This is an optimization exercise on Yosys and OpenROAD, whose aim is small area, not a production implementation. RTL that was checked went through simulation tests only; none was proved equivalent to the original. Function not checked in runs 2 and 3: the RTL went through the layout flow alone. In every run shown here, the design's own scripts or RTL, not TritonCTS, make the clock network. The flow treats the clock pin as an ideal source. Dropping or thinning the clock tree relies on that and would not hold on a real chip. Power figures rest on the tool's default switching activity, not on a simulated workload.

==> flow/design.v <==
module top(
input wire clk,
input wire rst,		 
input switch,
output wire [3:0] anode,
output wire [7:0] cathode
    );
reg [3:0] p;		 
reg [1:0] d;		 
reg [2:0] q;		 
reg [2:0] e;		 
reg [3:0] h, a, b, c;	 
wire pw    = ~p[0] & p[1] & p[2];			 
wire rs    = ~p[0] & ~p[1] & ~p[2] & ~d[1] & ~d[0];	 
wire first = q[2] & q[0];				 
wire ev    = rs & ~q[1] & q[0] & (&e);		 
wire d3    = d[1] & ~d[0];
wire cin   = pw ? (h[3] & h[1] & ~d3) : (ev & switch);
wire [3:0] x = pw ? a : h;
wire [3:0] xi = x + {3'd0, cin};
always @(posedge clk)
	if (rst) begin
		p <= 4'b0001; d <= 2'd0; q <= 3'b111; e <= 3'b100;
		h <= 4'd0;
	end else begin
		p <= {p[2:0], (~p[3] & p[0]) | (p[3] & ~p[1] & ~p[0])};
		if (pw) d <= {d[0], ~d[1]};
		if (rs) begin
			q <= {q[1:0], ~q[2] & ~q[1]};
			e <= e + 3'd1;
		end
		h <= (pw & first) ? 4'd0 : xi;
	end
always @(posedge clk)
	if (pw) begin
		a <= b; b <= c; c <= {h[3] & ~h[1], h[2], h[1] & ~h[3], h[0]};
	end
assign anode = {~(d[1] & ~d[0]), ~(d[1] & d[0]), ~(~d[1] & d[0]), ~(~d[1] & ~d[0])};
wire w = h[3], xx = h[2], y = h[1], z = h[0];
assign cathode[7] = (~w & ~xx & ~y & z) | (xx & ~y & ~z);		 
assign cathode[6] = xx & (y ^ z);					 
assign cathode[5] = ~w & ~xx & y & ~z;					 
assign cathode[4] = (~w & ~xx & ~y & z) | (xx & ~y & ~z) | (xx & y & z);	 
assign cathode[3] = z | (xx & ~y);					 
assign cathode[2] = (~w & ~xx & (y | z)) | (y & z);			 
assign cathode[1] = (~w & ~xx & ~y) | (xx & y & z) | (w & y);		 
assign cathode[0] = 1'b1;						 
endmodule
==> flow/flow/run.sh <==
#!/bin/bash
# The standard layout (standard.sh), changed in four ways to save area:
#  - synthesis maps the logic with an area-oriented ABC script (flow/abc_amap.script);
#    everything else in synth_recipe.tcl is unchanged, so the registers are the same;
#  - the port buffers are buf_1;
#  - the clock tree is one clock buffer driving every flip-flop (flow/cts_one_buffer.tcl);
#  - repair_timing recovers power (downsizes cells) where there is slack.
set -euo pipefail
here=$(pwd)
{
  head -n 1 synth_recipe.tcl
  cat <<'TCL'
proc abc {args} {
  set i [lsearch -exact $args -script]
  if { $i >= 0 } {
    set args [lreplace $args [expr {$i + 1}] [expr {$i + 1}] $::env(FLOW_ABC_SCRIPT)]
  }
  yosys abc {*}$args
}
TCL
  tail -n +2 synth_recipe.tcl
} > flow_synth.tcl
sed "s|SYNTH_SCRIPT=[^ ]*|SYNTH_SCRIPT=$here/flow_synth.tcl|" standard.sh > flow_standard.sh
export FLOW_ABC_SCRIPT=$here/flow/abc_amap.script
export BUFFER_PORTS_ARGS="-buffer_cell sky130_fd_sc_hd__buf_1"
export PRE_CTS_TCL=$here/flow/cts_one_buffer.tcl
export FLOW_CLOCK_BUFFER=sky130_fd_sc_hd__clkbuf_16
export RECOVER_POWER=100
bash flow_standard.sh > flow_standard.log 2>&1
==> flow/flow/abc_amap.script <==
strash
dch
amap
==> flow/flow/cts_one_buffer.tcl <==
# Sourced by ORFS's cts.tcl before its clock_tree_synthesis call (PRE_CTS_TCL).
# The design has a few dozen flip-flops close together, so the clock tree is a
# single buffer: clk -> FLOW_CLOCK_BUFFER -> every clock sink. This replaces
# clock_tree_synthesis; the rest of cts.tcl (legalization, timing repair) runs as usual.
rename clock_tree_synthesis orfs_clock_tree_synthesis
proc clock_tree_synthesis { args } {
  set db [ord::get_db]
  set block [ord::get_db_block]
  set master [$db findMaster $::env(FLOW_CLOCK_BUFFER)]
  set clknet [$block findNet clk]
  set sinks {}
  set sx 0
  set sy 0
  foreach it [$clknet getITerms] {
    set inst [$it getInst]
    set loc [$inst getLocation]
    set sx [expr { $sx + [lindex $loc 0] }]
    set sy [expr { $sy + [lindex $loc 1] }]
    lappend sinks $it
  }
  set n [llength $sinks]
  puts "one-buffer clock tree: $n sinks"
  set buf [odb::dbInst_create $block $master clkbuf_0_clk]
  set net [odb::dbNet_create $block clknet_0_clk]
  foreach it $sinks {
    $it disconnect
    $it connect $net
  }
  [$buf findITerm A] connect $clknet
  [$buf findITerm X] connect $net
  $clknet setSigType CLOCK
  $net setSigType CLOCK
  $buf setLocation [expr { $sx / $n }] [expr { $sy / $n }]
  $buf setPlacementStatus PLACED
  global_connect
  set_propagated_clock [all_clocks]
}
==> flow/standard.sh <==
#!/bin/bash
# synth_recipe.tcl (not shown) runs the flow's synth.tcl, then flattens the netlist and writes it again
# the make line also repeats each setting of config.mk as NAME=value (left out here)
make -C /OpenROAD-flow-scripts/flow DESIGN_CONFIG=/design/flow/config.mk WORK_HOME=/design/flow/orfs CLKGATE_MAP_FILE= SYNTH_SCRIPT=/design/flow/synth_recipe.tcl "${@:-finish}"
==> flow/config.mk <==
export PLATFORM = sky130hd
export DESIGN_NAME = top
export DESIGN_NICKNAME = top
export VERILOG_FILES = /design/flow/design.v
export SDC_FILE = /design/flow/constraint.sdc
export NUM_CORES = 4
export LEC_CHECK = 0
export CAP_MARGIN = 20
export CORE_MARGIN = 2
export CORE_UTILIZATION = 25
export SLEW_MARGIN = 20
==> flow/constraint.sdc <==
create_clock -name core_clock -period 20.0 [get_ports {clk}]
set_input_delay 4.0000 -clock core_clock [delete_from_list [all_inputs] [get_ports {clk}]]
set_output_delay 4.0000 -clock core_clock [all_outputs]
set_load 0.01 [all_outputs]
==> results by group, run 1 <==
Status
  • Status: timing/DRC/antenna clean

Finish
  • Layout cell share with drive strength beyond 1: 0.00826
  • Layout Nets: 132
  • Fill cell count: about 460
  • Final Util: 0.290
  • Diodes inserted: 0
  • Area delta synth->final: 12.1%
  • Layout Cells excl Fill: 173

Timing
  • Fin crit share: 0.271
  • Number of setup violations in the final report: 0
  • Slew Limit Fails: 0
  • Post-layout min period: 5.42 ns
  • RSZ-0062 raised after global routing: no
  • Setup Total Neg Slack: 0 ns
  • Final hold vios: 0
  • Worst slew pin tran: 0.920 ns
  • Max Fclk: 184 MHz
  • Fin Clk Skew: about 0.0022 ns
  • Rel. slew slack: 0.387
  • Setup WS post-layout: 14.58 ns

Worst setup path
  • Worst Setup End Kind: primary output
  • Critical path data required time: roughly 16 ns
  • Critical path class: flip-flop to primary output
  • CP Launch Type: flip-flop
  • Crit Path Max Fanout: 4
  • Critical Path AT: 1.42 ns

Global route
  • First-pass GRT wire length: around 3.5 mm
  • GRT overflow: 0
  • Initial antenna violation count: 0
  • Number of global-route vias before repair: 778
  • GRT Overall Usage: 0.0830
  • Largest net degree at the start of global routing: 29

Synth
  • Main combinational cell family by area after synthesis: simple AND/OR/NAND/NOR gates
  • Commonest cells in the netlist: clkinv_1, dfxtp_1, nor2_1, edfxtp_1, nand2_1
  • Post-Syn Area: 1120 um2
  • Cells after Synth: 107
  • Synthesized-area fraction occupied by adder cells: 0.0670
  • Top FF cell, synth: dfxtp_1
  • Simple-gate share of the synthesized area: 0.132
  • Sequential-to-total area share from yosys stat: 0.608
  • Async SR Flop Fraction: 0
  • Yosys warnings: 1
  • #FFs+latches synth: 28
  • Synth top area cells: edfxtp_1, dfxtp_1, ha_1
  • Post-synth top area cell: edfxtp_1
  • Post-synthesis xor/xnor area fraction: 0
  • Yosys top cell area share: 0.322
  • Syn nets: 116
  • Post-synthesis mux area share: 0
  • Distinct cells, synth: 24
  • Syn_area_per_cell: 10.5 um2
  • EDFF count, synth: 12
  • Compound-gate portion of the synthesized area: 0.130

Floorplan
  • Die X: 70.9 um
  • Die area: ~5000 um2
  • Die height: between 70 and 80 um
  • Number of rows created at floorplan: 24
  • Starting density of the core: 0.259
  • Core Footprint: roughly 4300 um2
  • I/O pins: 15

Pwr
  • PwrDens: 69.4 nW/um2
  • Static Leakage: ~0.45 nW
  • Max VDD drop: a little under 60 uV

Route
  • Routed WL: 2.04 mm
  • Routed via count: 816
  • ANT nets after route: 0
  • Initial drt markers: 50
  • DRC viols: 0
  • Drt first pass iters: 4
  • Vias/cell: 4.72
  • WL per Instance: 11.8 um

Place
  • Post-DP HPWL: approximately 1.5 mm
  • Placed Cells: 172
  • # port buffers: 13
  • Pre-CTS setup slack: roughly 15 ns
  • RD Place Congestion: approximately 0.86

Clock tree
  • Worst skew pair latency: 0.16 ns
  • PostCTS Resize Cnt: 0
  • Hold_buf cts: 0
  • Clock transition at path regs: approximately 0.1 ns
  • Post-CTS setup repair buffer count: 0

Hold path
  • Min-delay worst type: flip-flop to flip-flop

Job
  • Max Cap Violations: 0
path summary, 6_finish.rpt:
path	from	end	slack, ns	depth (start not counted)
worst min register to register	c[3]	b[3]	0.43	0
worst min-delay path	c[3]	b[3]	0.43	0
worst max register to register	p[1]	h[1]	17.05	9
worst max-delay path	h[2]	cathode[4]	14.58	5
cell families (layout without fill, tap and decap cells):
group	count (synthesis)	in the layout
AND/OR/NAND/NOR	34	34
AO/OA/AOI/OAI	21	21
other	1	1
buffers and inverters	17	31
flip-flops	28	28
adder cells (fa/ha/maj)	6	6
registers in the layout (all words and copies together) (netlist names):
name / flops
d: 2
q: 3
b: 4
e: 3
p: 4
a: 4
c: 4
h: 4
power breakdown:
| part | internal [mW] | switching [mW] | leakage [nW] | total (mW) |
|---|---|---|---|---|
| Clock | 0.00924 | 0.0134 | 0.0123 | 0.0227 |
| Sequential | 0.0602 | 0.000554 | 0.245 | 0.0607 |
| Combinational | 0.00121 | 0.00251 | 0.191 | 0.00372 |
| Total | 0.0706 | 0.0165 | 0.449 | 0.0871 |
layer usage:
layer / global-route usage / up-vias / routed length (um)
li1: - / 401 / -
met1: 0.104 / 403 / 924
met2: 0.164 / 12 / 1050
met3: 0.00570 / 0 / 59
met4: 0.00210 / 0 / 0
met5: 0 / - / 0
layout by cell type (no fill, tap or decap), drive strengths merged:
| cell | Yosys | routed |
|---|---|---|
| buf | 1 | 12 |
| o21ai | 3 | 3 |
| dfxtp | 16 | 16 |
| nor2 | 14 | 14 |
| nor3 | 4 | 4 |
| or2 | 1 | 1 |
| nor2b | 3 | 3 |
| o21bai | 1 | 1 |
| a22oi | 1 | 1 |
| a21oi | 3 | 3 |
| o221ai | 3 | 3 |
| a31oi | 1 | 1 |
| clkinv | 16 | 16 |
| nand4 | 1 | 1 |
| edfxtp | 12 | 12 |
| o21a | 1 | 1 |
| clkbuf | 0 | 3 |
| ha | 6 | 6 |
| a211oi | 1 | 1 |
| a221oi | 2 | 2 |
| o22ai | 4 | 4 |
| a221o | 1 | 1 |
| or3 | 1 | 1 |
| conb | 1 | 1 |
| nand2 | 10 | 10 |
final cells by class:
| class | count | area (um2) | area share |
|---|---|---|---|
| Inverter | 16 | 60.1 | 0.0479 |
| Tap cell | 52 | 65.1 | 0.0518 |
| Multi-Input combinational cell | 62 | 372 | 0.296 |
| Timing Repair Buffer | 14 | 52.6 | 0.0419 |
| Sequential cell | 28 | 681 | 0.542 |
| Buffer | 1 | 25.0 | 0.0199 |
worst max-delay path: stages, from the launching register on:
cell      delay, ns
dfxtp_1        0.37
clkinv_1       0.13
o21ai_0        0.28
o21a_1         0.18
or2_0          0.13
buf_1          0.18
stage by stage:
stage / cell area, um2 / power, mW / hold slack [ns]
5_1_grt: 1250 / 0.0901 / 0.445
6_report: 1250 / 0.0871 / 0.430
2_1_floorplan: 1120 / 0.0646 / 0.400
3_5_place_dp: 1240 / 0.0658 / 0.406
4_1_cts: 1260 / 0.0882 / 0.431
3_3_place_gp: 1240 / 0.0655 / 0.405
==> run 2: changes to the inputs <==
==> flow/design.v (replaced) <==
module top(
input wire clk,
input wire rst,		 
input switch,
output wire [3:0] anode,
output wire [7:0] cathode
    );
localparam [3:0] PM = 4'd1;
localparam [1:0] DM = 2'd0;
localparam [2:0] QM = 3'd2;
localparam [2:0] EM = 3'd0;
localparam [3:0] HM = 4'd5;
reg [3:0] ps;		 
reg [1:0] ds;		 
reg [2:0] qs;		 
reg [2:0] es;		 
reg [3:0] hs, as, bs, cs;	 
wire [3:0] p = ps ^ PM;
wire [1:0] d = ds ^ DM;
wire [2:0] q = qs ^ QM;
wire [2:0] e = es ^ EM;
wire [3:0] h = hs ^ HM;		 
wire [3:0] a = as ^ HM;
wire pw    = ~p[0] & p[1] & p[2];			 
wire rs    = ~p[0] & ~p[1] & ~p[2] & ~d[1] & ~d[0];	 
wire first = q[2] & q[0];				 
wire ev    = rs & ~q[1] & q[0] & (&e);		 
wire d3    = d[1] & ~d[0];
wire cin   = pw ? (h[3] & h[1] & ~d3) : (ev & switch);	 
wire [3:0] x = pw ? a : h;
wire [3:0] xi = x + {3'd0, cin};
always @(posedge clk)
	if (rst) begin
		ps <= 4'b0001 ^ PM; ds <= 2'd0 ^ DM; qs <= 3'b111 ^ QM; es <= 3'b100 ^ EM;
		hs <= 4'd0 ^ HM;
	end else begin
		ps <= {p[2:0], (~p[3] & p[0]) | (p[3] & ~p[1] & ~p[0])} ^ PM;
		if (pw) ds <= {d[0], ~d[1]} ^ DM;
		if (rs) begin
			qs <= {q[1:0], ~q[2] & ~q[1]} ^ QM;
			es <= (e + 3'd1) ^ EM;
		end
		hs <= ((pw & first) ? 4'd0 : xi) ^ HM;
	end
always @(posedge clk)
	if (pw) begin
		as <= bs; bs <= cs; cs <= {h[3] & ~h[1], h[2], h[1] & ~h[3], h[0]} ^ HM;
	end
assign anode = {~(d[1] & ~d[0]), ~(d[1] & d[0]), ~(~d[1] & d[0]), ~(~d[1] & ~d[0])};
wire w = h[3], xx = h[2], y = h[1], z = h[0];
assign cathode[7] = (~w & ~xx & ~y & z) | (xx & ~y & ~z);
assign cathode[6] = xx & (y ^ z);
assign cathode[5] = ~w & ~xx & y & ~z;
assign cathode[4] = (~w & ~xx & ~y & z) | (xx & ~y & ~z) | (xx & y & z);
assign cathode[3] = z | (xx & ~y);
assign cathode[2] = (~w & ~xx & (y | z)) | (y & z);
assign cathode[1] = (~w & ~xx & ~y) | (xx & y & z) | (w & y);
assign cathode[0] = 1'b1;
endmodule
==> run 2 against run 1 <==
Compared with the run above: final cell count shrank 5.2%; wire length shrank 3.8%; core utilization shrank 0.32 points; via count shrank 6.9%; maximum frequency grew 0.62%; area after synthesis shrank 1.7%; sequential power is essentially flat; power shrank 0.65%; cell area shrank 1.8%; register-to-register slack gained 0.54 ns.
==> results by group, run 2 <==
Synth
  • Cells after Synth: 99
  • EDFF count, synth: 12
  • Yosys top cell area share: 0.327
  • Synth top area cells: edfxtp_1, dfxtp_1, ha_1
  • Syn_area_per_cell: between 10 and 15 um2
  • Post-synth top area cell: edfxtp_1
  • Top FF cell, synth: dfxtp_1
  • Async SR Flop Fraction: 0
  • Most frequent cell after synthesis: dfxtp_1
  • Sequential-to-total area share from yosys stat: 0.618
  • Yosys warnings: 1
  • Distinct cells, synth: 28
  • Commonest cells in the netlist: dfxtp_1, nor2_1, edfxtp_1, clkinv_1, nand2_1
  • #FFs+latches synth: 28
  • Syn nets: 108
  • Post-Syn Area: 1100 um2

Clock tree
  • Worst skew pair latency: 0.16 ns
  • Post-CTS setup repair buffer count: 0
  • Hold_buf cts: 0
  • PostCTS Resize Cnt: 0
  • Clock transition at path regs: 0.10 ns

Worst setup path
  • R2r setup slk: 17.59 ns
  • Worst Setup End Kind: primary output
  • Critical path class: flip-flop to primary output
  • Buf+Inv Stages, Crit Path: 2
  • Max stage delay cell, worst path: dfxtp_1
  • Worst path cell trace: clkinv_1, ha_1, nor2b_1, buf_1
  • Slowest cell delay on critical path: between 0.4 and 0.5 ns
  • Critical Path AT: 1.39 ns
  • Critical path data required time: about 16 ns
  • Crit Path Max Fanout: 6
  • CP delay by family, top: flip-flops
  • CP Launch Type: flip-flop

Floorplan
  • Die area: ~5000 um2
  • Die X: 70.4 um
  • Die height: between 70 and 80 um
  • Core Footprint: 4290 um2
  • Starting density of the core: 0.256
  • I/O pins: 15
  • Number of rows created at floorplan: 24

Route
  • Initial drt markers: 39
  • Vias/cell: ~4.6
  • Routed WL: approximately 2.0 mm
  • Top layer in use: met3
  • Drt first pass iters: 4
  • Met2 Routed Length: 903 um
  • ANT nets after route: 0
  • Routed via count: 760
  • WL per Instance: ~12 um
  • DRC viols: 0
  • WL met3: 91 um
  • Metal-1 WL: 964 um

Global route
  • GRT overflow: 0
  • GRT Overall Usage: 0.0792
  • First-pass GRT wire length: between 3 and 4 mm
  • Initial antenna violation count: 0
  • Number of global-route vias before repair: 716
  • Largest net degree at the start of global routing: 29

Finish
  • Layout Nets: 123
  • Most frequent cells in the layout: dfxtp_1, nor2_1, edfxtp_1, buf_1, clkinv_1
  • Cell area after layout: 1230 um2
  • Diodes inserted: 0
  • Area delta synth->final: 11.9%
  • Layout Cells excl Fill: 164
  • Layout cell share with drive strength beyond 1: 0.00893
  • Leading cell type in the layout, fill and taps excluded: dfxtp_1
  • Fill cell count: 450

Status
  • Status: timing/DRC/antenna clean

Pwr
  • Pint: 70.5 uW
  • Sw Pwr: 16.0 uW
  • Max VDD drop: 33.8 uV
  • PwrDens: around 70 nW/um2
  • Static Leakage: 0.430 nW
  • Clock power frac: 0.260
  • Tot Pwr: 86.5 uW
  • Combinational Power Share: 0.037
  • Sw frac: 0.185
  • Reg power frac: 0.703

Timing
  • Fin Clk Skew: 0.00156 ns
  • Slew Limit Fails: 0
  • Number of setup violations in the final report: 0
  • Post-layout min period: ~5.4 ns
  • RSZ-0062 raised after global routing: no
  • Setup Total Neg Slack: 0 ns
  • Max Fclk: 185 MHz
  • Setup WS post-layout: 14.61 ns
  • Fin crit share: 0.270
  • Worst slew pin tran: 0.624 ns
  • Final hold vios: 0
  • Rel. slew slack: 0.582

Place
  • DP Area: 1210 um2
  • Placed Cells: 163
  • Post-DP HPWL: 1.50 mm
  • RD Place Congestion: 0.732
  • Pre-CTS setup slack: ~15 ns
  • # port buffers: 13

Hold path
  • Min-delay worst type: flip-flop to flip-flop

Job
  • Max Cap Violations: 0
==> run 2: cell types whose count changed after synthesis, moves of 2 or more <==
cell,delta
a21oi_1,-2
clkinv_1,-8
nand2_1,-3
nand2b_1,+2
nand3_1,+4
nor3_1,-2
o21ai_0,+2
o221ai_1,-3
==> run 2: stage by stage <==
stage / hold slack (ns) / utilization
3_5_place_dp: 0.405 / 0.281
6_report: 0.429 / 0.287
2_1_floorplan: 0.400 / -
5_1_grt: 0.438 / 0.287
3_3_place_gp: 0.406 / 0.281
4_1_cts: 0.430 / 0.287
==> run 2: logic make-up (layout without fill, tap and decap cells) <==
kind of cell               Yosys count  in the layout  synth area share
and+or+nand+nor                     34             34             0.141
DFF                                 28             28             0.618
AOI/OAI and AO/OA                   20             20             0.127
buffers and inverters                9             22            0.0341
adders and majority gates            6              6            0.0682
other                                1              1           0.00341
xor gates and xnor gates             1              1           0.00796
==> run 2: layout make-up <==
cell class              instances  area [um2]  share of cell area
plain buffers                   1        25.0              0.0203
inverters                       8        30.0              0.0244
multi-input cells              62         383               0.311
flip-flops and latches         28         681               0.552
well taps                      52        65.1              0.0528
repair buffers                 13        48.8              0.0396
==> run 2: metal layers <==
| layer | track usage | vias up |
|---|---|---|
| met5 | 0 | - |
| met4 | 0.00214 | 0 |
| met3 | 0.00722 | 0 |
| met2 | 0.135 | 12 |
| met1 | 0.115 | 367 |
| li1 | - | 381 |
==> run 2: power groups by stage <==
stage	sequential (mW)	combinational, mW	clock, mW
after floorplan	0.0620	0.00224	0
after global placement	0.0621	0.00297	0
after detailed placement	0.0622	0.00322	0
after CTS	0.0609	0.00325	0.0232
after global routing	0.0610	0.00365	0.0254
final	0.0609	0.00318	0.0225
==> run 2: final timing paths <==
check | from | endpoint | depth (start not counted)
max reg2reg | ps[0] | hs[2] | 7
min | cs[1] | bs[1] | 0
min reg2reg | cs[1] | bs[1] | 0
max | hs[1] | cathode[6] | 4
==> run 3: changes to the inputs <==
--- a/flow/design.v
+++ b/flow/design.v
@@ -10,5 +10,5 @@
 localparam [2:0] QM = 3'd2;
 localparam [2:0] EM = 3'd0;
-localparam [3:0] HM = 4'd5;
+localparam [3:0] HM = 4'd15;
 reg [3:0] ps;		 
 reg [1:0] ds;		 
@@ -27,7 +27,10 @@
 wire ev    = rs & ~q[1] & q[0] & (&e);		 
 wire d3    = d[1] & ~d[0];
-wire cin   = pw ? (h[3] & h[1] & ~d3) : (ev & switch);	 
+wire hz    = (~h[0] & h[2] & ~h[3]);	 
+wire cin   = pw ? (hz & ~d3) : (ev & switch);	 
 wire [3:0] x = pw ? a : h;
-wire [3:0] xi = x + {3'd0, cin};
+wire [3:0] xt = {	 
+	1'b1, (x[1]), (~x[1] & ~x[2]) | (~x[3]), (x[1]) | (x[0] & ~x[3])};
+wire [3:0] xi = x ^ ({4{cin}} & xt);
 always @(posedge clk)
 	if (rst) begin
@@ -45,15 +48,14 @@
 always @(posedge clk)
 	if (pw) begin
-		as <= bs; bs <= cs; cs <= {h[3] & ~h[1], h[2], h[1] & ~h[3], h[0]} ^ HM;
+		as <= bs; bs <= cs; cs <= {h[3], h[2] & ~hz, h[1], h[0]} ^ HM;
 	end
 assign anode = {~(d[1] & ~d[0]), ~(d[1] & d[0]), ~(~d[1] & d[0]), ~(~d[1] & ~d[0])};
-wire w = h[3], xx = h[2], y = h[1], z = h[0];
-assign cathode[7] = (~w & ~xx & ~y & z) | (xx & ~y & ~z);
-assign cathode[6] = xx & (y ^ z);
-assign cathode[5] = ~w & ~xx & y & ~z;
-assign cathode[4] = (~w & ~xx & ~y & z) | (xx & ~y & ~z) | (xx & y & z);
-assign cathode[3] = z | (xx & ~y);
-assign cathode[2] = (~w & ~xx & (y | z)) | (y & z);
-assign cathode[1] = (~w & ~xx & ~y) | (xx & y & z) | (w & y);
+assign cathode[7] = (~h[0] & h[1] & ~h[2]);	 
+assign cathode[6] = (h[0] & ~h[1]);	 
+assign cathode[5] = (h[0] & h[1] & h[2]);	 
+assign cathode[4] = (~h[0] & h[1]);	 
+assign cathode[3] = (~h[0] & h[1]) | (h[3]);	 
+assign cathode[2] = (h[1] & h[2]) | (~h[2] & h[3]);	 
+assign cathode[1] = (h[1] & h[3]) | (~h[0] & ~h[1] & ~h[3]);	 
 assign cathode[0] = 1'b1;
 endmodule
==> run 3 against run 2 <==
Compared with the run above: combinational power shrank 11%; sequential share of layout area rose by 2.6 points; power grew 0.30%; first-iteration DRC count decreased by 56%; cell area down 4.6%; highest routed layer is now met4.
==> results by group, run 3 <==
Finish
  • Most frequent cells in the layout: dfxtp_1, clkinv_1, edfxtp_1, buf_1, nor2_1
  • Area delta synth->final: 12.3%
  • Fill cell count: 426
  • Layout cell share with drive strength beyond 1: 0.00917
  • Layout Cells excl Fill: 159
  • Layout Nets: 116
  • Leading cell type in the layout, fill and taps excluded: dfxtp_1
  • Diodes inserted: 0

Worst setup path
  • Cells on worst reg2reg path: 6
  • Critical Path AT: 1.21 ns
  • R2r setup slk: 17.72 ns
  • Crit path launch: hs[1]
  • Slowest cell delay on critical path: 0.51 ns
  • CP Launch Type: flip-flop
  • Worst setup endpoint: cathode[1]
  • R2r startpoint: ps[0]
  • Max stage delay cell, worst path: dfxtp_1
  • Critical path class: flip-flop to primary output
  • Worst path cell trace: clkinv_1, o22ai_1, buf_1
  • Reg2reg end: hs[0]
  • Critical path data required time: 16.00 ns
  • Worst Setup End Kind: primary output
  • Crit Path Max Fanout: 9

Global route
  • Largest net degree at the start of global routing: 29
  • Number of global-route vias before repair: 649
  • GRT overflow: 0
  • First-pass GRT wire length: 2.82 mm
  • GRT Overall Usage: 0.0757
  • Initial antenna violation count: 0

Route
  • Routed WL: 1.82 mm
  • WL per Instance: 11.5 um
  • ANT nets after route: 0
  • DRC viols: 0
  • Vias/cell: 4.68
  • Initial drt markers: 17
  • Drt first pass iters: 4
  • Routed via count: 744

Hold path
  • WHS Path Cells: 0
  • Min-delay worst type: flip-flop to flip-flop

Place
  • RD Place Congestion: 0.755
  • Placed Cells: 158
  • Post-DP HPWL: roughly 1.4 mm
  • # port buffers: 13

Synth
  • Most frequent cell after synthesis: dfxtp_1
  • Syn nets: a little over 100
  • Async SR Flop Fraction: 0
  • Post-synth top area cell: edfxtp_1
  • Syn_area_per_cell: ~11 um2
  • #FFs+latches synth: 28
  • Post-Syn Area: 1050 um2
  • Cells after Synth: between 90 and 100
  • EDFF count, synth: 12
  • Sequential-to-total area share from yosys stat: 0.650
  • Yosys warnings: 1
  • Top FF cell, synth: dfxtp_1
  • Distinct cells, synth: 21
  • Commonest cells in the netlist: dfxtp_1, clkinv_1, edfxtp_1, nor2_1, nand2_1
  • Yosys top cell area share: 0.344
  • Synth top area cells: edfxtp_1, dfxtp_1, clkinv_1

Timing
  • Rel. slew slack: 0.605
  • Final hold vios: 0
  • Max Fclk: a little under 200 MHz
  • Setup Total Neg Slack: 0 ns
  • RSZ-0062 raised after global routing: no
  • Post-layout min period: roughly 5.2 ns
  • Worst slew pin tran: 0.588 ns
  • Worst hold slack: 0.430 ns
  • Slew Limit Fails: 0
  • Fin Clk Skew: 0.00548 ns
  • Number of setup violations in the final report: 0
  • Fin crit share: 0.260

Floorplan
  • Number of rows created at floorplan: 23
  • I/O pins: 15
  • Die height: 68.7 um
  • Die X: 68.7 um
  • Core Footprint: 4030 um2
  • Die area: between 4000 and 5000 um2
  • Starting density of the core: 0.260

Pwr
  • Max VDD drop: 55.4 uV
  • PwrDens: 73.8 nW/um2
  • Static Leakage: 0.401 nW

Clock tree
  • Clock transition at path regs: 0.10 ns
  • PostCTS Resize Cnt: 0
  • Post-CTS setup repair buffer count: 0
  • Worst skew pair latency: 0.16 ns
  • Hold_buf cts: 0

Job
  • Max Cap Violations: 0

Status
  • Status: timing/DRC/antenna clean
==> run 3: worst max-delay path, delay by kind of cell, from the launching register on <==
family | cells | cell delay [ns]
DFF | 1 | 0.51
buffers and inverters | 2 | 0.34
AOI/OAI and AO/OA | 1 | 0.20
==> run 3: cells by family after synthesis <==
group / after synthesis / share of synthesized area
buffers and inverters: 16 / 0.0609
AOI/OAI and AO/OA: 26 / 0.170
DFF: 28 / 0.650
and+or+nand+nor: 23 / 0.0920
adders and majority gates: 2 / 0.0239
other: 1 / 0.00358
==> run 3: metal layers <==
layer,up-vias,wire length (um),share of wire,track usage
met4,0,29,0.016,0.0147
met1,349,795,0.44,0.103
met5,-,0,0,0
met3,4,61,0.033,0.00325
li1,376,-,-,-
met2,15,934,0.51,0.135
==> run 3: worst min path at each step <==
stage                      from  endpoint  slack, ns
after floorplan           bs[0]     as[0]       0.40
after global placement    cs[2]     bs[2]       0.40
after detailed placement  cs[3]     bs[3]       0.41
after CTS                 bs[1]     as[1]       0.43
after global routing      bs[1]     as[1]       0.45
final                     bs[1]     as[1]       0.43
==> run 3: layout make-up <==
cell class                      instances  area [um2]  area share
Buffer                                  1        25.0      0.0213
Inverter                               15        56.3      0.0479
Tap cell                               50        62.6      0.0532
Multi-Input combinational cell         52         303       0.257
Sequential cell                        28         681       0.579
Timing Repair Buffer                   13        48.8      0.0415
==> run 3: report_power, final <==
part,internal (mW),switching (mW),total [mW]
logic,0.000939,0.00188,0.00282
registers,0.0602,0.000669,0.0609
clock network,0.00926,0.0139,0.0231
==> run 3: per-stage QoR <==
step	worst slack [ns]	util	power (mW)	instance area (um2)
floorplan	15.19	-	0.0641	1050
global placement	15.05	0.286	0.0648	1150
detailed placement	14.97	0.286	0.0650	1150
CTS	14.81	0.292	0.0872	1180
global route	14.74	0.292	0.0896	1180
finish	14.79	0.292	0.0868	1180
==> run 4: changes to the inputs <==
--- a/flow/design.v
+++ b/flow/design.v
@@ -7,5 +7,5 @@
     );
 localparam [3:0] PM = 4'd1;
-localparam [1:0] DM = 2'd0;
+localparam [1:0] DM = 2'd2;
 localparam [2:0] QM = 3'd2;
 localparam [2:0] EM = 3'd0;
==> run 4 against run 3 <==
Compared with the run above: still clean; flip-flop and latch count is the same; global-route usage grew 0.68 points; cell area is the same; hold slack is essentially flat; power shrank 0.83%; largest power group unchanged; clock power shrank 3%; core utilization is the same; worst setup slack gained 0.030 ns; area after synthesis is the same; wire length grew 3.1%; via count shrank 1.2%.
==> results by group, run 4 <==
Timing
  • Worst hold slack: 0.430 ns
  • Post-layout min period: slightly above 5 ns
  • Fin Clk Skew: about 0.0050 ns
  • Final hold vios: 0
  • Max Fclk: ~190 MHz
  • Fin crit share: 0.259
  • Rel. slew slack: 0.590
  • Slew Limit Fails: 0
  • Setup Total Neg Slack: 0 ns
  • Setup WS post-layout: about 15 ns
  • RSZ-0062 raised after global routing: no
  • Worst slew pin tran: 0.612 ns
  • Number of setup violations in the final report: 0

Pwr
  • PwrDens: 73.2 nW/um2
  • Reg power frac: 0.708
  • Max VDD drop: 66.2 uV
  • Combinational Power Share: 0.033
  • Static Leakage: 0.402 nW
  • Clock power frac: 0.259
  • Sw Pwr: 15.7 uW
  • Sw frac: 0.183
  • Pint: between 70 and 80 uW
  • Tot Pwr: 86.1 uW

Place
  • DP Area: between 1000 and 1500 um2
  • RD Place Congestion: 0.736
  • Pre-CTS setup slack: 14.94 ns
  • Post-DP HPWL: 1.47 mm
  • Placed Cells: between 150 and 200
  • # port buffers: 13

Finish
  • Most frequent cells in the layout: dfxtp_1, clkinv_1, edfxtp_1, buf_1, nor2_1
  • Final Util: 0.292
  • Fill cell count: 420
  • Diodes inserted: 0
  • Cell area after layout: ~1200 um2
  • Layout Nets: 116
  • Layout Cells excl Fill: roughly 160
  • Layout cell share with drive strength beyond 1: 0.00917
  • Area delta synth->final: 12.3%
  • Leading cell type in the layout, fill and taps excluded: dfxtp_1

Worst setup path
  • Slowest cell delay on critical path: 0.51 ns
  • Crit Path Max Fanout: 9
  • Buf+Inv Stages, Crit Path: 2
  • Worst Setup End Kind: primary output
  • Max stage delay cell, worst path: dfxtp_1
  • CP Launch Type: flip-flop
  • Worst path cell trace: clkinv_1, o22ai_1, buf_1
  • Critical path class: flip-flop to primary output
  • Critical Path AT: between 1 and 1.5 ns
  • CP delay by family, top: flip-flops
  • Critical path data required time: 16.00 ns

Floorplan
  • Number of rows created at floorplan: 23
  • Die X: 68.7 um
  • Core Footprint: 4030 um2
  • Die height: 68.7 um
  • Die area: 4720 um2
  • I/O pins: 15
  • Starting density of the core: 0.260

Synth
  • Synth top area cells: edfxtp_1, dfxtp_1, clkinv_1
  • Syn nets: 101
  • Yosys warnings: 1
  • Top FF cell, synth: dfxtp_1
  • Async SR Flop Fraction: 0
  • Commonest cells in the netlist: dfxtp_1, clkinv_1, edfxtp_1, nor2_1, nand2_1
  • Distinct cells, synth: 21
  • Cells after Synth: 96
  • EDFF count, synth: 12
  • Yosys top cell area share: 0.344
  • #FFs+latches synth: 28
  • Post-Syn Area: between 1000 and 1500 um2
  • Post-synth top area cell: edfxtp_1
  • Sequential-to-total area share from yosys stat: 0.650
  • Syn_area_per_cell: 10.9 um2
  • Most frequent cell after synthesis: dfxtp_1

Route
  • Routed WL: 1.88 mm
  • Drt first pass iters: 4
  • WL per Instance: approximately 12 um
  • DRC viols: 0
  • Initial drt markers: 33
  • Routed via count: about 740
  • ANT nets after route: 0
  • Vias/cell: 4.62

Global route
  • Number of global-route vias before repair: 702
  • Largest net degree at the start of global routing: 29
  • GRT overflow: 0
  • First-pass GRT wire length: slightly above 3 mm
  • GRT Overall Usage: 0.0825
  • Initial antenna violation count: 0

Clock tree
  • Clock transition at path regs: 0.10 ns
  • Hold_buf cts: 0
  • PostCTS Resize Cnt: 0
  • Post-CTS setup repair buffer count: 0
  • Worst skew pair latency: roughly 0.16 ns

Hold path
  • Min-delay worst type: flip-flop to flip-flop

Job
  • Max Cap Violations: 0

Status
  • Status: timing/DRC/antenna clean
## run 4: cell count changes in the layout (fill, tap and decap cells not counted)
cell      previous run  this run
o221ai_1             5         6
a221oi_1             2         1
## run 4: area by class of cell
class | count | area, um2 | area share
buffer | 1 | 25.0 | 0.0213
inverter | 15 | 56.3 | 0.0479
multi-input combinational | 52 | 303 | 0.257
sequential | 28 | 681 | 0.579
tap | 50 | 62.6 | 0.0532
timing repair buffer | 13 | 48.8 | 0.0415
## run 4: worst register-to-register path: cells and delay by family (launching register included)
family                 cells  cell delay (ns)
buffers and inverters      2             0.73
AND/OR/NAND/NOR            1             0.27
AO/OA/AOI/OAI              3             0.81
flip-flops                 1             0.36
## run 4: logic make-up after synthesis
logic type / Yosys count / synth area share
AO/OA/AOI/OAI: 26 / 0.170
buffers and inverters: 16 / 0.0609
flip-flops: 28 / 0.650
AND/OR/NAND/NOR: 23 / 0.0920
adder cells (fa/ha/maj): 2 / 0.0239
other: 1 / 0.00358
## run 4: path summary, 6_finish.rpt
check / slack (ns) / start / end / depth (start not counted)
max reg2reg: 17.70 / ps[0] / hs[0] / 6
min: 0.43 / bs[0] / as[0] / 0
min reg2reg: 0.43 / bs[0] / as[0] / 0
max: 14.82 / hs[1] / cathode[1] / 3
## run 4: power by group through the flow
stage | registers (mW) | clock network [mW] | logic (mW)
floorplan | 0.0620 | 0 | 0.00208
global placement | 0.0621 | 0 | 0.00268
detailed placement | 0.0622 | 0 | 0.00290
CTS | 0.0609 | 0.0232 | 0.00291
global route | 0.0611 | 0.0256 | 0.00326
finish | 0.0609 | 0.0223 | 0.00283
## run 4: metal layers
layer | GRT usage | wire length (um) | up-vias
met1 | 0.105 | 788 | 354
li1 | - | - | 375
met4 | 0.00245 | 0 | 0
met2 | 0.161 | 1060 | 6
met5 | 0 | 0 | -
met3 | 0.00487 | 31 | 0
==> run 5: changes to the inputs <==
--- a/flow/flow/run.sh
+++ b/flow/flow/run.sh
@@ -25,5 +25,5 @@
 export BUFFER_PORTS_ARGS="-buffer_cell sky130_fd_sc_hd__buf_1"
 export PRE_CTS_TCL=$here/flow/cts_one_buffer.tcl
-export FLOW_CLOCK_BUFFER=sky130_fd_sc_hd__clkbuf_16
+export FLOW_CLOCK_BUFFER=sky130_fd_sc_hd__buf_12
 export RECOVER_POWER=100
 bash flow_standard.sh > flow_standard.log 2>&1
==> run 5 against run 4 <==
Compared with the run above: critical endpoint unchanged; die area unchanged; flip-flop and latch count stayed put; critical path type unchanged; via count is 0.27% higher; sequential share of layout area rose by 0.25 points; worst setup slack better by 0.020 ns; critical path depth unchanged; synthesized cell count is the same; still clean; first-iteration DRC count fell by 6.1%; core utilization is 0.12 points lower; register-to-register slack about the same.
==> results by group, run 5 <==
Timing
  • Number of setup violations in the final report: 0
  • Post-layout min period: 5.16 ns
  • Final hold vios: 0
  • Fin crit share: 0.258
  • Max Fclk: 194 MHz
  • Slew Limit Fails: 0
  • RSZ-0062 raised after global routing: no
  • Fin Clk Skew: 0.00146 ns
  • Setup Total Neg Slack: 0 ns
  • Rel. slew slack: 0.586
  • Worst slew pin tran: 0.617 ns

Route
  • Initial drt markers: 31
  • Routed via count: roughly 740
  • Routed WL: 1.88 mm
  • WL per Instance: 11.8 um
  • Vias/cell: around 4.6
  • ANT nets after route: 0
  • Drt first pass iters: 4
  • DRC viols: 0

Global route
  • Largest net degree at the start of global routing: 29
  • GRT overflow: 0
  • Number of global-route vias before repair: 697
  • Initial antenna violation count: 0
  • GRT Overall Usage: 0.0822
  • First-pass GRT wire length: 3.10 mm

Clock tree
  • Post-CTS setup repair buffer count: 0
  • Worst skew pair latency: 0.13 ns
  • Hold_buf cts: 0
  • PostCTS Resize Cnt: 0
  • Clock transition at path regs: ~0.1 ns

Synth
  • #FFs+latches synth: 28
  • Syn_area_per_cell: 10.9 um2
  • Cells after Synth: 96
  • Synth top area cells: edfxtp_1, dfxtp_1, clkinv_1
  • Sequential-to-total area share from yosys stat: 0.650
  • Yosys warnings: 1
  • Yosys top cell area share: 0.344
  • Syn nets: 101
  • Post-synth top area cell: edfxtp_1
  • Most frequent cell after synthesis: dfxtp_1
  • Commonest cells in the netlist: dfxtp_1, clkinv_1, edfxtp_1, nor2_1, nand2_1
  • Post-Syn Area: 1050 um2
  • Distinct cells, synth: 21
  • Async SR Flop Fraction: 0
  • Top FF cell, synth: dfxtp_1
  • EDFF count, synth: 12

Hold path
  • Hold Crit Start: bs[0]
  • Min-delay worst type: flip-flop to flip-flop

Job
  • Max Cap Violations: 0

Pwr
  • Tot Pwr: 84.9 uW
  • PwrDens: 72.5 nW/um2
  • Static Leakage: roughly 0.4 nW
  • Max VDD drop: around 65 uV

Finish
  • Layout Nets: 116
  • Most frequent cells in the layout: dfxtp_1, clkinv_1, edfxtp_1, buf_1, nor2_1
  • Layout cell share with drive strength beyond 1: 0.00917
  • Leading cell type in the layout, fill and taps excluded: dfxtp_1
  • Area delta synth->final: 11.8%
  • Cell area after layout: between 1000 and 1500 um2
  • Diodes inserted: 0

Worst setup path
  • R2r startpoint: ps[0]
  • CP Launch Type: flip-flop
  • Worst Setup End Kind: primary output
  • Critical path data required time: approximately 16 ns
  • Critical Path AT: 1.16 ns
  • Crit Path Max Fanout: 9
  • Critical path class: flip-flop to primary output
  • Crit path launch: hs[1]

Place
  • RD Place Congestion: 0.736
  • # port buffers: 13
  • DP Area: 1150 um2
  • Post-DP HPWL: 1.47 mm

Floorplan
  • Die X: 68.7 um
  • Core Footprint: 4030 um2
  • I/O pins: 15
  • Starting density of the core: 0.260
  • Number of rows created at floorplan: 23
  • Die height: 68.7 um
  • Die area: 4720 um2

Status
  • Status: timing/DRC/antenna clean
## run 5: logic make-up (layout without fill, tap and decap cells)
family | Yosys count | count (layout) | share of synthesized area
AO/OA/AOI/OAI | 26 | 26 | 0.170
other | 1 | 1 | 0.00358
adder cells (fa/ha/maj) | 2 | 2 | 0.0239
flip-flops | 28 | 28 | 0.650
AND/OR/NAND/NOR | 23 | 23 | 0.0920
buffers and inverters | 16 | 29 | 0.0609
## run 5: area by class of cell
cell class / count / area (um2)
multi-input cells: 52 / 303
flip-flops and latches: 28 / 681
repair buffers: 13 / 48.8
fillers: 420 / 2860
inverters: 15 / 56.3
well taps: 50 / 62.6
plain buffers: 1 / 20.0
## run 5: final timing paths
path | end | slack, ns | cells after the start
min reg2reg | as[0] | 0.43 | 0
min | as[0] | 0.43 | 0
max reg2reg | hs[0] | 17.69 | 6
max | cathode[1] | 14.84 | 3
## run 5: worst max-delay path, cell delays in order, from the launching register on
cell	delay [ns]
dfxtp_1	0.51
clkinv_1	0.15
o22ai_1	0.18
buf_1	0.19
## run 5: report_power, final
group	internal (mW)	switching [mW]	leakage, nW
clock	0.00816	0.0130	0.00940
sequential	0.0602	0.000727	0.248
combinational	0.000944	0.00189	0.142
total	0.0693	0.0156	0.399
## run 5: metrics by stage
step	setup slack [ns]	cells	hold slack [ns]	util
2_1_floorplan	15.19	96	0.400	-
3_3_place_gp	15.05	158	0.405	0.286
3_5_place_dp	14.94	158	0.410	0.286
4_1_cts	14.84	159	0.433	0.291
5_1_grt	14.72	159	0.445	0.291
6_report	14.84	159	0.431	0.291
## run 5: layer usage
metal	wire length [um]	global-route usage	vias up
li1	-	-	374
met1	797	0.103	357
met2	1050	0.162	6
met3	34	0.00487	0
met4	0	0.00245	0
met5	0	0	-
==> run 6: changes to the inputs <==
--- a/flow/design.v
+++ b/flow/design.v
@@ -15,5 +15,6 @@
 reg [2:0] qs;		 
 reg [2:0] es;		 
-reg [3:0] hs, as, bs, cs;	 
+reg [3:0] hs;		 
+reg [3:0] r0s, r1s, r2s;	 
 wire [3:0] p = ps ^ PM;
 wire [1:0] d = ds ^ DM;
@@ -21,5 +22,5 @@
 wire [2:0] e = es ^ EM;
 wire [3:0] h = hs ^ HM;		 
-wire [3:0] a = as ^ HM;
+wire [3:0] r2 = r2s ^ HM;	 
 wire pw    = ~p[0] & p[1] & p[2];			 
 wire rs    = ~p[0] & ~p[1] & ~p[2] & ~d[1] & ~d[0];	 
@@ -29,5 +30,5 @@
 wire hz    = (~h[0] & h[2] & ~h[3]);	 
 wire cin   = pw ? (hz & ~d3) : (ev & switch);	 
-wire [3:0] x = pw ? a : h;
+wire [3:0] x = pw ? r2 : h;
 wire [3:0] xt = {	 
 	1'b1, (x[1]), (~x[1] & ~x[2]) | (~x[3]), (x[1]) | (x[0] & ~x[3])};
@@ -46,8 +47,9 @@
 		hs <= ((pw & first) ? 4'd0 : xi) ^ HM;
 	end
-always @(posedge clk)
-	if (pw) begin
-		as <= bs; bs <= cs; cs <= {h[3], h[2] & ~hz, h[1], h[0]} ^ HM;
-	end
+always @(posedge clk) begin
+	r1s <= r0s;
+	r2s <= r1s;
+	r0s <= pw ? {h[3], h[2] & ~hz, h[1], h[0]} ^ HM : r2s;
+end
 assign anode = {~(d[1] & ~d[0]), ~(d[1] & d[0]), ~(~d[1] & d[0]), ~(~d[1] & ~d[0])};
 assign cathode[7] = (~h[0] & h[1] & ~h[2]);	 
==> run 6 against run 5 <==
Compared with the run above: still clean on timing, DRC and antenna; hold slack got worse by 0.094 ns; via count rose by 3.4%; wire length fell by 6.6%; clock power rose by 3%; cell area fell by 6.5%; first-iteration DRC count fell by 39%; largest cell class unchanged; highest routed layer unchanged.
==> results by group, run 6 <==
Finish
  • Leading cell type in the layout, fill and taps excluded: dfxtp_1
  • Layout cell share with drive strength beyond 1: 0.00833
  • Area delta synth->final: 12.5%
  • Most frequent cells in the layout: dfxtp_1, clkinv_1, nor2_1
  • Diodes inserted: 0
  • Layout Nets: 127

Clock tree
  • Post-CTS setup repair buffer count: 0
  • Hold_buf cts: 0
  • PostCTS Resize Cnt: 0
  • Clock transition at path regs: 0.11 ns
  • Worst skew pair latency: 0.14 ns

Pwr
  • Tot Pwr: roughly 87 uW
  • Static Leakage: just under 0.4 nW
  • PwrDens: approximately 80 nW/um2
  • Max VDD drop: around 43 uV

Synth
  • Simple-gate share of the synthesized area: 0.127
  • Yosys warnings: 1
  • EDFF count, synth: 0
  • Distinct cells, synth: 22
  • Syn nets: 112
  • Compound-gate portion of the synthesized area: 0.206
  • Async SR Flop Fraction: 0
  • Sequential-to-total area share from yosys stat: 0.576
  • Cells after Synth: 107
  • Post-synthesis mux area share: 0
  • Post-synthesis xor/xnor area fraction: 0
  • Synth top area cells: dfxtp_1, o21ai_0, clkinv_1
  • Syn_area_per_cell: 9.10 um2
  • Top FF cell, synth: dfxtp_1
  • Commonest cells in the netlist: dfxtp_1, clkinv_1, nor2_1, o21ai_0, nand2_1
  • Most frequent cell after synthesis: dfxtp_1
  • Post-synth top area cell: dfxtp_1
  • Post-Syn Area: 973 um2
  • Yosys top cell area share: 0.576
  • Synthesized-area fraction occupied by adder cells: 0.0257
  • Main combinational cell family by area after synthesis: compound AO/OA/AOI/OAI gates
  • #FFs+latches synth: 28

Floorplan
  • Starting density of the core: 0.262
  • Die X: about 66 um
  • Die area: between 4000 and 5000 um2
  • I/O pins: 15
  • Number of rows created at floorplan: 22
  • Die height: between 60 and 70 um
  • Core Footprint: 3720 um2

Timing
  • Worst hold slack: ~0.34 ns
  • RSZ-0062 raised after global routing: no
  • Post-layout min period: 5.27 ns
  • Slew Limit Fails: 0
  • Number of setup violations in the final report: 0
  • Fin crit share: 0.264
  • Rel. slew slack: 0.628
  • Final hold vios: 0
  • Worst slew pin tran: 0.556 ns
  • Max Fclk: 190 MHz
  • Setup Total Neg Slack: 0 ns
  • Fin Clk Skew: 0.00535 ns

Hold path
  • WHS Path Cells: 0
  • Hold Crit Start: r1s[2]
  • Hold Path Sink: r2s[2]
  • Min-delay worst type: flip-flop to flip-flop

Global route
  • GRT Overall Usage: 0.0852
  • Initial antenna violation count: 0
  • First-pass GRT wire length: ~3.2 mm
  • Number of global-route vias before repair: 723
  • Largest net degree at the start of global routing: 29
  • GRT overflow: 0

Worst setup path
  • Worst Setup End Kind: primary output
  • Slowest cell delay on critical path: 0.40 ns
  • Reg2reg end: hs[2]
  • R2r startpoint: ps[2]
  • CP Launch Type: flip-flop
  • Crit Path Max Fanout: 5
  • Critical Path AT: 1.27 ns
  • R2r setup slk: 17.76 ns
  • Critical path data required time: around 16 ns
  • Max stage delay cell, worst path: dfxtp_1
  • Cells on worst reg2reg path: 7
  • Worst path cell trace: clkinv_1, nor2_1, nand2_1, o21ai_0, buf_1
  • Critical path class: flip-flop to primary output

Route
  • ANT nets after route: 0
  • Routed via count: 762
  • Drt first pass iters: 4
  • Vias/cell: between 4 and 5
  • Routed WL: 1.76 mm
  • DRC viols: 0
  • WL per Instance: 10.5 um
  • Initial drt markers: 19

Place
  • # port buffers: 13
  • Post-DP HPWL: roughly 1.3 mm
  • RD Place Congestion: 0.666

Job
  • Max Cap Violations: 0

Status
  • Status: timing/DRC/antenna clean
## run 6: changes by cell type in the layout (fill, tap and decap cells not counted), moves of 2 or more
cell	before	now
a211o_1	0	2
nor2_1	9	13
a31oi_1	3	1
o221ai_1	6	1
edfxtp_1	12	0
nand2_1	8	10
o21ai_0	5	12
dfxtp_1	16	28
## run 6: how the worst max path moves through the flow
stage	from	endpoint	cells past startpoint
4_1_cts	hs[0]	cathode[1]	5
2_1_floorplan	switch	hs[2]	6
6_report	hs[0]	cathode[1]	5
3_5_place_dp	switch	hs[2]	7
3_3_place_gp	switch	hs[2]	7
5_1_grt	hs[0]	cathode[1]	5
## run 6: routing by layer
metal  GRT usage  up-vias  routed length [um]
met5           0        -                   0
met4     0.00255        0                   0
met3     0.00681        0                  86
met2       0.140       15                 748
met1       0.127      348                 922
li1            -      399                   -
## run 6: logic make-up after synthesis
group	after synthesis
compound gates	31
simple gates	30
flops	28
buf+inv	15
fa+ha+maj	2
other cells	1
## run 6: power by group
part	switching [mW]	internal [mW]	total [mW]
clock network	0.0135	0.00817	0.0217
logic	0.00258	0.00162	0.00421
registers	0.00172	0.0598	0.0616
## run 6: area by class of cell
type / instances / area (um2)
fill: 419 / 2620
sequential: 28 / 561
multi-input combinational: 64 / 353
tap: 48 / 60.1
inverter: 14 / 52.6
timing repair buffer: 13 / 48.8
buffer: 1 / 20.0
## run 6: metrics by stage
stage	cells	setup WS, ns	util	cell area, um2
after floorplan	107	14.99	-	973
after global placement	167	14.82	0.289	1070
final	168	14.73	0.295	1090
after detailed placement	167	14.72	0.289	1070
after CTS	168	14.72	0.295	1090
after global routing	168	14.60	0.295	1090
## run 6: worst max-delay path: cells and delay by family (launching register included)
kind	cells	cell delay [ns]
AO/OA/AOI/OAI	1	0.08
buffers and inverters	2	0.34
flip-flops	1	0.40
AND/OR/NAND/NOR	2	0.32
==> run 7: changes to the inputs <==
--- a/flow/design.v
+++ b/flow/design.v
@@ -25,5 +25,5 @@
 wire pw    = ~p[0] & p[1] & p[2];			 
 wire rs    = ~p[0] & ~p[1] & ~p[2] & ~d[1] & ~d[0];	 
-wire first = q[2] & q[0];				 
+wire first = &q;					 
 wire ev    = rs & ~q[1] & q[0] & (&e);		 
 wire d3    = d[1] & ~d[0];
@@ -36,13 +36,11 @@
 always @(posedge clk)
 	if (rst) begin
-		ps <= 4'b0001 ^ PM; ds <= 2'd0 ^ DM; qs <= 3'b111 ^ QM; es <= 3'b100 ^ EM;
+		ps <= 4'b0001 ^ PM; ds <= 2'd0 ^ DM; qs <= 3'b111 ^ QM; es <= 3'b010 ^ EM;
 		hs <= 4'd0 ^ HM;
 	end else begin
 		ps <= {p[2:0], (~p[3] & p[0]) | (p[3] & ~p[1] & ~p[0])} ^ PM;
 		if (pw) ds <= {d[0], ~d[1]} ^ DM;
-		if (rs) begin
-			qs <= {q[1:0], ~q[2] & ~q[1]} ^ QM;
-			es <= (e + 3'd1) ^ EM;
-		end
+		qs <= {q[1:0], rs ? ~q[2] & ~q[1] : q[2]} ^ QM;
+		es <= {e[1:0], rs ? e[2] ^ (e[1] | ~e[0]) : e[2]} ^ EM;
 		hs <= ((pw & first) ? 4'd0 : xi) ^ HM;
 	end
==> run 7 against run 6 <==
Compared with the run above: critical path depth unchanged; power down 0.51%; maximum frequency down 0.33%; cell area is 2.1% lower; die area is 2.2% lower; via count shrank 2.8%; critical path type unchanged; highest routed layer is now met4.
==> results by group, run 7 <==
Timing
  • RSZ-0062 raised after global routing: no
  • Worst slew pin tran: 0.713 ns
  • Post-layout min period: between 5 and 6 ns
  • Rel. slew slack: 0.518
  • Setup Total Neg Slack: 0 ns
  • Slew Limit Fails: 0
  • Fin crit share: 0.264
  • Final hold vios: 0
  • Max Fclk: 189 MHz
  • Number of setup violations in the final report: 0
  • Fin Clk Skew: ~0.0023 ns

Floorplan
  • Core Footprint: 3660 um2
  • Number of rows created at floorplan: 22
  • Die height: between 60 and 70 um
  • Die area: 4310 um2
  • I/O pins: 15
  • Die X: 65.7 um
  • Starting density of the core: 0.260

Synth
  • Post-synth top area cell: dfxtp_1
  • Sequential-to-total area share from yosys stat: 0.589
  • Syn nets: 110
  • Synth top area cells: dfxtp_1, clkinv_1, nor2_1
  • Yosys warnings: 1
  • Async SR Flop Fraction: 0
  • Syn_area_per_cell: 8.89 um2
  • Yosys top cell area share: 0.589
  • #FFs+latches synth: 28
  • Most frequent cell after synthesis: dfxtp_1
  • Cells after Synth: 107
  • Top FF cell, synth: dfxtp_1
  • Post-Syn Area: 951 um2
  • EDFF count, synth: 0
  • Commonest cells in the netlist: dfxtp_1, clkinv_1, nor2_1, nand2_1, o21ai_0
  • Distinct cells, synth: 22

Route
  • WL per Instance: 10.4 um
  • ANT nets after route: 0
  • Routed via count: 741
  • Vias/cell: 4.41
  • Drt first pass iters: 4
  • Initial drt markers: 22
  • DRC viols: 0
  • Routed WL: 1.75 mm

Finish
  • Cell area after layout: 1070 um2
  • Leading cell type in the layout, fill and taps excluded: dfxtp_1
  • Layout Nets: 125
  • Layout cell share with drive strength beyond 1: 0.00833
  • Final Util: 0.293
  • Area delta synth->final: 12.8%
  • Diodes inserted: 0
  • Most frequent cells in the layout: dfxtp_1, clkinv_1, nor2_1

Place
  • Post-DP HPWL: 1.40 mm
  • DP Area: 1050 um2
  • # port buffers: 13
  • RD Place Congestion: 0.779

Worst setup path
  • Worst path cell trace: clkinv_1, nor2_1, clkinv_1, o22ai_1, buf_1
  • Top cell by count, worst path: clkinv_1
  • CP delay by family, top: buffers and inverters
  • R2r startpoint: ps[0]
  • Crit path launch: hs[0]
  • CP Launch Type: flip-flop
  • Slowest cell delay on critical path: 0.39 ns
  • Critical Path AT: 1.29 ns
  • Critical path class: flip-flop to primary output
  • Critical path data required time: 16.00 ns
  • Levels on crit path: 5
  • Cells on worst reg2reg path: 7
  • Buf+Inv Stages, Crit Path: 3
  • Crit Path Max Fanout: 5
  • Max stage delay cell, worst path: dfxtp_1
  • Worst Setup End Kind: primary output

Hold path
  • Min-delay worst type: flip-flop to flip-flop
  • Hold Crit Start: r1s[2]
  • WHS Path Cells: 0

Global route
  • Number of global-route vias before repair: just over 700
  • GRT overflow: 0
  • GRT Overall Usage: 0.0885
  • First-pass GRT wire length: 3.16 mm
  • Initial antenna violation count: 0
  • Largest net degree at the start of global routing: 29

Pwr
  • PwrDens: a little over 80 nW/um2
  • Max VDD drop: 38.1 uV
  • Static Leakage: 0.388 nW

Clock tree
  • Clock transition at path regs: around 0.10 ns
  • Post-CTS setup repair buffer count: 0
  • PostCTS Resize Cnt: 0
  • Worst skew pair latency: between 0.1 and 0.15 ns
  • Hold_buf cts: 0

Status
  • Status: timing/DRC/antenna clean

Job
  • Max Cap Violations: 0
[run 7: cell count changes after synthesis, moves of 2 or more]
cell / delta
clkinv_1: +5
nand3_1: -2
ha_1: -2
o21ai_0: -4
[run 7: cell families after synthesis]
kind of cell	count (synthesis)	synth area share
compound gates	26	0.182
other cells	1	0.00394
flops	28	0.589
simple gates	32	0.142
buf+inv	20	0.0829
[run 7: layout make-up]
cell class	count	area, um2
Multi-Input combinational cell	59	312
Inverter	19	71.3
Tap cell	48	60.1
Timing Repair Buffer	13	48.8
Buffer	1	20.0
Sequential cell	28	561
Fill cell	398	2590
[run 7: stage by stage]
| step | total power [mW] | hold WS [ns] | worst slack, ns | std cells |
|---|---|---|---|---|
| after global routing | 0.0920 | 0.353 | 14.55 | 168 |
| final | 0.0870 | 0.336 | 14.71 | 168 |
| after detailed placement | 0.0673 | 0.314 | 14.87 | 167 |
| after global placement | 0.0670 | 0.313 | 14.95 | 167 |
| after CTS | 0.0883 | 0.340 | 14.70 | 168 |
| after floorplan | 0.0657 | 0.310 | 15.06 | 107 |
[run 7: final timing paths]
path,end,slack [ns]
min,r2s[2],0.34
max,cathode[1],14.71
max reg2reg,hs[2],17.88
min reg2reg,r2s[2],0.34
[run 7: power breakdown]
part / switching, mW / leakage [nW] / total [mW] / internal [mW]
sequential: 0.00167 / 0.230 / 0.0617 / 0.0600
combinational: 0.00259 / 0.149 / 0.00423 / 0.00163
clock: 0.0129 / 0.00940 / 0.0211 / 0.00816
[run 7: per-layer routing]
layer / vias to the layer above / part of all wire / routed length [um] / GRT usage
li1: 390 / - / - / -
met1: 332 / 0.53 / 922 / 0.130
met2: 17 / 0.42 / 730 / 0.145
met3: 2 / 0.049 / 86 / 0.0103
met4: 0 / 0.0057 / 10 / 0.00521
met5: - / 0 / 0 / 0
[run 7: worst register-to-register path: stages, from the launching register on]
cell and delay (ns):
dfxtp_1 0.35, nand3_1 0.44, clkinv_1 0.38, o22ai_1 0.33, nand2_1 0.12, clkinv_1 0.09, nor2_1 0.04, a211o_1 0.26
==> run 8: changes to the inputs <==
--- a/flow/design.v
+++ b/flow/design.v
@@ -6,8 +6,8 @@
 output wire [7:0] cathode
     );
-localparam [3:0] PM = 4'd1;
+localparam [3:0] PM = 4'd10;
 localparam [1:0] DM = 2'd2;
-localparam [2:0] QM = 3'd2;
-localparam [2:0] EM = 3'd0;
+localparam [2:0] QM = 3'd5;
+localparam [2:0] EM = 3'd2;
 localparam [3:0] HM = 4'd15;
 reg [3:0] ps;		 
==> run 8 against run 7 <==
Compared with the run above: sequential power barely moved; area after synthesis fell by 2.1%; synthesized cell count fell by 4.7%; wire length fell by 3.9%; core utilization fell by 0.33 points; hold slack got worse by 0.0011 ns; combinational power fell by 7.3%; largest power group unchanged; global-route usage fell by 0.78 points; critical endpoint unchanged; maximum frequency rose by 0.27%; worst setup slack improved by 0.014 ns; flip-flop and latch count did not move; first-iteration DRC count rose by 68%.
==> results by group, run 8 <==
Route
  • Initial drt markers: 37
  • Drt first pass iters: 4
  • Routed via count: 727
  • Routed WL: 1.68 mm
  • ANT nets after route: 0
  • WL per Instance: a little over 10 um
  • Vias/cell: between 4 and 5
  • DRC viols: 0

Floorplan
  • Die height: 65.0 um
  • Starting density of the core: 0.256
  • I/O pins: 15
  • Number of rows created at floorplan: 22
  • Die area: 4230 um2
  • Core Footprint: about 3600 um2
  • Die X: 65.0 um

Synth
  • Cells after Synth: between 100 and 150
  • Simple-gate share of the synthesized area: 0.130
  • Commonest cells in the netlist: dfxtp_1, clkinv_1, nand2_1, nor2_1, o22ai_1
  • Post-synthesis xor/xnor area fraction: 0
  • Post-synth top area cell: dfxtp_1
  • Synth top area cells: dfxtp_1, clkinv_1, nand2_1
  • Most frequent cell after synthesis: dfxtp_1
  • Sequential-to-total area share from yosys stat: 0.602
  • Syn nets: ~110
  • #FFs+latches synth: 28
  • Top FF cell, synth: dfxtp_1
  • Synthesized-area fraction occupied by adder cells: 0
  • Yosys warnings: 1
  • Main combinational cell family by area after synthesis: compound AO/OA/AOI/OAI gates
  • Compound-gate portion of the synthesized area: 0.191
  • EDFF count, synth: 0
  • Post-Syn Area: 931 um2
  • Yosys top cell area share: 0.602
  • Distinct cells, synth: 18
  • Async SR Flop Fraction: 0
  • Post-synthesis mux area share: 0
  • Syn_area_per_cell: about 9 um2

Timing
  • Post-layout min period: 5.28 ns
  • Fin Clk Skew: 0.00263 ns
  • Max Fclk: approximately 190 MHz
  • Setup Total Neg Slack: 0 ns
  • RSZ-0062 raised after global routing: no
  • Slew Limit Fails: 0
  • Fin crit share: 0.264
  • Setup WS post-layout: 14.72 ns
  • Number of setup violations in the final report: 0
  • Final hold vios: 0

Pwr
  • PwrDens: 82.0 nW/um2
  • Reg power frac: 0.717
  • Max VDD drop: 36.7 uV
  • Pint: between 60 and 70 uW
  • Combinational Power Share: 0.045
  • Clock power frac: 0.238
  • Static Leakage: approximately 0.37 nW
  • Sw frac: 0.192
  • Sw Pwr: 16.6 uW

Finish
  • Leading cell type in the layout, fill and taps excluded: dfxtp_1
  • Multi-input logic area: 303 um2
  • Layout Nets: 120
  • Diodes inserted: 0
  • Most frequent cells in the layout: dfxtp_1, clkinv_1, nand2_1, buf_1, nor2_1
  • Area delta synth->final: 13.0%
  • Fill cell count: 404
  • Cell area after layout: 1050 um2
  • Reg area: approximately 560 um2
  • Layout cell share with drive strength beyond 1: 0.00870

Worst setup path
  • Buf+Inv Stages, Crit Path: 3
  • Max stage delay cell, worst path: dfxtp_1
  • Top cell by count, worst path: clkinv_1
  • Critical Path AT: ~1.3 ns
  • CP delay by family, top: buffers and inverters
  • Crit Path Max Fanout: 5
  • Slowest cell delay on critical path: between 0.3 and 0.4 ns
  • Critical path class: flip-flop to primary output
  • CP Launch Type: flip-flop
  • Worst path cell trace: clkinv_1, nor2_1, clkinv_1, o22ai_1, buf_1
  • Critical path data required time: 16.00 ns
  • Worst Setup End Kind: primary output

Clock tree
  • Hold_buf cts: 0
  • Post-CTS setup repair buffer count: 0
  • Worst skew pair latency: 0.13 ns
  • PostCTS Resize Cnt: 0
  • Clock transition at path regs: 0.10 ns

Hold path
  • Min-delay worst type: flip-flop to flip-flop

Global route
  • GRT overflow: 0
  • Number of global-route vias before repair: about 660
  • Largest net degree at the start of global routing: 29
  • First-pass GRT wire length: roughly 2.9 mm
  • Initial antenna violation count: 0
  • GRT Overall Usage: 0.0807

Place
  • Pre-CTS setup slack: about 15 ns
  • # port buffers: 13
  • Post-DP HPWL: roughly 1.4 mm
  • RD Place Congestion: 0.763
  • DP Area: just over 1000 um2

Status
  • Status: timing/DRC/antenna clean

Job
  • Max Cap Violations: 0
run 8: logic make-up after synthesis:
kind of cell / count (synthesis)
DFF: 28
AOI/OAI and AO/OA: 27
and+or+nand+nor: 29
buffers and inverters: 17
other: 1
run 8: final timing paths:
path / start / slack (ns) / to / cells after the start
max: hs[0] / 14.72 / cathode[1] / 5
min: r1s[3] / 0.33 / r2s[3] / 0
max reg2reg: ps[0] / 18.03 / hs[1] / 7
min reg2reg: r1s[3] / 0.33 / r2s[3] / 0
run 8: final cells by class:
| class | instances | share of cell area |
|---|---|---|
| plain buffers | 1 | 0.0190 |
| inverters | 16 | 0.0571 |
| multi-input cells | 57 | 0.288 |
| flip-flops and latches | 28 | 0.533 |
| well taps | 48 | 0.0571 |
| repair buffers | 13 | 0.0464 |
run 8: per-layer routing:
| metal | wire length (um) | vias to the layer above | track usage |
|---|---|---|---|
| met4 | 0 | 0 | 0 |
| met1 | 743 | 329 | 0.108 |
| li1 | - | 378 | - |
| met2 | 832 | 20 | 0.152 |
| met5 | 0 | - | 0 |
| met3 | 105 | 0 | 0.00521 |
run 8: power by group through the flow:
stage	Clock [mW]	Combinational, mW	Sequential [mW]
finish	0.0205	0.00392	0.0619
global route	0.0238	0.00455	0.0624
CTS	0.0218	0.00400	0.0619
detailed placement	0	0.00396	0.0632
global placement	0	0.00387	0.0631
floorplan	0	0.00296	0.0625
run 8: through the flow:
step                      power (mW)  utilization  hold WS [ns]  instances
after floorplan               0.0655            -         0.310        102
after global placement        0.0669        0.284         0.313        162
after detailed placement      0.0671        0.284         0.313        162
after CTS                     0.0877        0.290         0.337        163
after global routing          0.0907        0.290         0.344        163
final                         0.0863        0.290         0.335        163

-- separate check: timing with driven ports --
In the flow no input, the clock included, has a driving cell. The finished layouts below were timed again as built, in two steps.
Step 1 sets driving cells, clkbuf_16 on the clock port and buf_2 on the other inputs (assumed; they add their load-dependent delay and slew).
Step 2 adds t to the input delays and takes it off the output delays; t is the mean of the earliest and latest rising clock arrival at the registers after step 1. Input paths then give back, and output paths get back, about the clock's delay inside the block.
a / b / c = no drivers / after step 1 / after step 2; a / b = the first two.
run | t (ns) | setup WS [ns] | clock arrival spread, ns | cell pins on the clock port's net
run 1 | 0.183 | 14.576 / 14.551 / 14.735 | 0.002 / 0.003 | 1
run 2 | 0.187 | 14.609 / 14.581 / 14.768 | 0.001 / 0.002 | 1
run 3 | 0.188 | 14.792 / 14.765 / 14.953 | 0.006 / 0.006 | 1
run 4 | 0.181 | 14.823 / 14.799 / 14.953 | 0.005 / 0.005 | 1
run 5 | 0.158 | 14.843 / 14.817 / 14.943 | 0.001 / 0.002 | 1
run 6 | 0.163 | 14.728 / 14.701 / 14.698 | 0.006 / 0.006 | 1
run 7 | 0.163 | 14.711 / 14.680 / 14.843 | 0.003 / 0.002 | 1
run 8 | 0.158 | 14.725 / 14.697 / 14.854 | 0.002 / 0.003 | 1
After both steps every run listed still meets setup and hold. For run 6, which loses most, drivers alone change the setup slack by -0.027 ns; drivers and shift together by -0.030 ns.
